Background: an optimization exercise with open tools, aiming at small area, a short achievable clock period and few clock cycles. Do not read the settings as production practice.
At most, simulation tests tie the RTL to the original design; equivalence was not proved.

Design EUCLIDs_GCD, start of the top module:
module EUCLIDs_GCD #(parameter N = 32)(
    input [N-1:0] a,
    input [N-1:0] b,
    input clk,
    input rst,
    input start,
    output [N-1:0] out,
    output reg done
);
For scale: roughly 800 cells after synthesis, roughly 73 flip-flops, about 100 I/O pins, roughly 0.0065 mm² of cells after synthesis.
==> module EUCLIDs_GCD, before the edit <==
module EUCLIDs_GCD #(parameter N = 32)(
    input [N-1:0] a,
    input [N-1:0] b,
    input clk,
    input rst,
    input start,
    output [N-1:0] out,
    output reg done
);
    localparam W = N + 1;
    reg [N-1:0] u;
    reg [W-1:0] v;
    reg [4:0] k;
    reg run, fin;
    assign out = u;
    wire ue    = ~u[0];
    wire ve    = ~v[0];
    wire sv    = v[W-1];
    wire strip = ue & ve;            
    wire swp0  = ue & ~ve;           
    wire [W-1:1] x  = swp0 ? {N{1'b0}} : v[W-1:1];
    wire [W-1:1] ye = ve ? {N{1'b1}} : sv ? {1'b0, u[N-1:1]} : ~{1'b0, u[N-1:1]};
    wire [N-1:0] p = x ^ ye;         
    wire [N-1:0] g = x & ye;
    localparam L = 5;                
    wire [N-1:0] gl [0:L];
    wire [N-1:0] pl [0:L];
    assign gl[0] = g;
    assign pl[0] = p;
    genvar lv, i;
    generate for (lv = 0; lv < L; lv = lv + 1) begin : lvl
        for (i = 0; i < N; i = i + 1) begin : bt
            if ((i >> lv) & 1) begin : op
                assign gl[lv+1][i] = gl[lv][i] | (pl[lv][i] & gl[lv][((i >> lv) << lv) - 1]);
                assign pl[lv+1][i] = pl[lv][i] & pl[lv][((i >> lv) << lv) - 1];
            end else begin : pass
                assign gl[lv+1][i] = gl[lv][i];
                assign pl[lv+1][i] = pl[lv][i];
            end
        end
    end endgenerate
    wire [N-1:0] G = gl[L];
    wire [N-1:0] P = pl[L];
    wire [N-1:0] c = {G[N-2:0] | P[N-2:0], 1'b1};    
    wire [W-1:1] w = p ^ c;                          
    wire term = P[N-1] & ~swp0;
    wire swap = (w[W-1] ^ sv) | swp0;
    wire s1 = strip | ~p[0];
    wire s2 = ~s1 & ~p[1];
    wire s3 = ~s1 & p[1] & ~p[2];
    wire s4 = ~s1 & p[1] & p[2];
    wire [W-1:0] vn = ({W{s1}} & {{1{w[W-1]}}, w[W-1:1]}) | ({W{s2}} & {{2{w[W-1]}}, w[W-1:2]}) |
                      ({W{s3}} & {{3{w[W-1]}}, w[W-1:3]}) | ({W{s4}} & {{4{w[W-1]}}, w[W-1:4]});
    wire vn0 = strip ? ~p[0] : ~(p[0] & p[1] & p[2] & p[3]);
    wire [N-1:0] va = {v[N-1:1] ^ {(N-1){sv}}, 1'b1};
    wire fin_now = (run & term) | fin;
    wire k_low = (k[4:1] == 4'd0);
    always @(posedge clk or posedge rst) begin
        if (rst) begin
            run  <= 1'b0;
            fin  <= 1'b0;
            done <= 1'b0;
        end else begin
            done <= 1'b0;
            if (fin_now) begin
                run <= 1'b0;
                fin <= ~k_low;
                done <= k_low;
            end else if (!run) begin
                run <= start;
            end
        end
    end
    always @(posedge clk) begin
        v <= (run | fin) ? vn : {1'b0, b};
        if (fin_now) begin
            if (k != 5'd0) begin
                u <= {u[N-2:0], 1'b0};
                k <= k - 5'd1;
            end
        end else if (run) begin
            if (swap) begin
                u <= va;
            end else if (strip) begin
                u <= {1'b0, u[N-1:1]};
            end
            if (strip)
                k <= k + 5'd1;
        end else begin
            u <= a;
            k <= 5'd0;
        end
    end
endmodule
clock: 6.0 ns
lec_check: 0
cap_margin: 20
core_margin: 2
core_utilization: 40
setup_slack_margin: 2.0
slew_margin: 20
run.sh (not shown) runs the stock make flow with config.mk's settings and CLKGATE_MAP_FILE= SYNTH_SCRIPT=/design/flow/synth_recipe.tcl, a recipe that flattens the netlist after the stock synthesis.
The starting point completed without violations.
Testbench counts at the start, summed over its fixed seeds: cycles 40,805.
Next try:
--- a/flow/design.v
+++ b/flow/design.v
@@ -9,7 +9,5 @@
     output reg done
 );
-    localparam W = N + 1;
-    reg [N-1:0] u;
-    reg [W-1:0] v;
+    reg [N-1:0] u, v;
     reg [4:0] k;
     reg run, fin;
@@ -17,12 +15,11 @@
     wire ue    = ~u[0];
     wire ve    = ~v[0];
-    wire sv    = v[W-1];
     wire strip = ue & ve;            
     wire swp0  = ue & ~ve;           
-    wire [W-1:1] x  = swp0 ? {N{1'b0}} : v[W-1:1];
-    wire [W-1:1] ye = ve ? {N{1'b1}} : sv ? {1'b0, u[N-1:1]} : ~{1'b0, u[N-1:1]};
-    wire [N-1:0] p = x ^ ye;         
-    wire [N-1:0] g = x & ye;
-    localparam L = 5;                
+    wire [N-1:0] x = swp0 ? {N{1'b0}} : v;
+    wire [N-1:0] y = ve   ? {N{1'b0}} : u;
+    wire [N-1:0] p = x ^ ~y;
+    wire [N-1:0] g = x & ~y;
+    localparam L = $clog2(N);
     wire [N-1:0] gl [0:L];
     wire [N-1:0] pl [0:L];
@@ -43,16 +40,24 @@
     wire [N-1:0] G = gl[L];
     wire [N-1:0] P = pl[L];
-    wire [N-1:0] c = {G[N-2:0] | P[N-2:0], 1'b1};    
-    wire [W-1:1] w = p ^ c;                          
+    wire [N:0] c1 = {G | P, 1'b1};
+    wire [N:0] c0 = {G, 1'b0};
+    wire neg = ~c1[N];
     wire term = P[N-1] & ~swp0;
-    wire swap = (w[W-1] ^ sv) | swp0;
-    wire s1 = strip | ~p[0];
-    wire s2 = ~s1 & ~p[1];
-    wire s3 = ~s1 & p[1] & ~p[2];
-    wire s4 = ~s1 & p[1] & p[2];
-    wire [W-1:0] vn = ({W{s1}} & {{1{w[W-1]}}, w[W-1:1]}) | ({W{s2}} & {{2{w[W-1]}}, w[W-1:2]}) |
-                      ({W{s3}} & {{3{w[W-1]}}, w[W-1:3]}) | ({W{s4}} & {{4{w[W-1]}}, w[W-1:4]});
-    wire vn0 = strip ? ~p[0] : ~(p[0] & p[1] & p[2] & p[3]);
-    wire [N-1:0] va = {v[N-1:1] ^ {(N-1){sv}}, 1'b1};
+    wire [N-1:0] dp = p ^ c1[N-1:0];         
+    wire [N-1:0] dn = ~(p ^ c0[N-1:0]);      
+    wire [3:0] z = x[4:1] ^ y[4:1];
+    wire s1 = strip | z[0];
+    wire s2 = ~s1 & z[1];
+    wire s3 = ~s1 & ~z[1] & z[2];
+    wire s4 = ~s1 & ~z[1] & ~z[2];
+    function [N-1:0] shr;
+        input [N-1:0] m;
+        input t1, t2, t3, t4;
+        shr = ({N{t1}} & {1'b0, m[N-1:1]}) | ({N{t2}} & {2'b0, m[N-1:2]}) |
+              ({N{t3}} & {3'b0, m[N-1:3]}) | ({N{t4}} & {4'b0, m[N-1:4]});
+    endfunction
+    wire [N-1:0] vp = shr(dp, s1, s2, s3, s4);
+    wire [N-1:0] vq = shr(dn, s1, s2, s3, s4);
+    wire [N-1:0] vn = neg ? vq : vp;
     wire fin_now = (run & term) | fin;
     wire k_low = (k[4:1] == 4'd0);
@@ -74,5 +79,5 @@
     end
     always @(posedge clk) begin
-        v <= (run | fin) ? vn : {1'b0, b};
+        v <= (run | fin) ? vn : b;
         if (fin_now) begin
             if (k != 5'd0) begin
@@ -81,9 +86,8 @@
             end
         end else if (run) begin
-            if (swap) begin
-                u <= va;
-            end else if (strip) begin
+            if (neg | swp0)
+                u <= v;
+            else if (strip)
                 u <= {1'b0, u[N-1:1]};
-            end
             if (strip)
                 k <= k + 5'd1;
Sequential share of layout area goes down by 4.9 points.
Die area rose by about a fifth.
Critical path depth went up by 4.
Core utilization rose by 1.7 points.
Routed wire length rises by well over a third.
Worst hold slack gets worse by 36 ps.
Synthesized cell count came out higher by a quarter to a third.
Final cell count rose by a quarter to a third.
Function not checked in the second run of this note: the RTL went through the layout flow alone.

==> what the ideal ports hide <==
The flow's constraints put no driver on any port. The routed layouts listed below were extracted and timed again, unchanged, in two steps.
Step 1: set_driving_cell puts a clkbuf_16 on clk and a buf_2 on each other input, an assumption about the parent block.
Step 2 times the ports against the registers' clock, not the clock port: input delays grow and output delays shrink by t, the midpoint of the rising clock arrivals with the driver on.
Three values: no drivers, after step 1, after step 2; two values: the first two.
run	shift t [ns]	setup WS [ns]	worst hold slack (ns)	worst setup path at the end
the first run	0.382	2.148 / 2.148 / 2.148	0.626 / 0.626 / 0.626	register to register
the second run	0.400	2.041 / 2.041 / 2.041	0.590 / 0.590 / 0.590	register to register
After both steps every run listed still meets setup and hold.
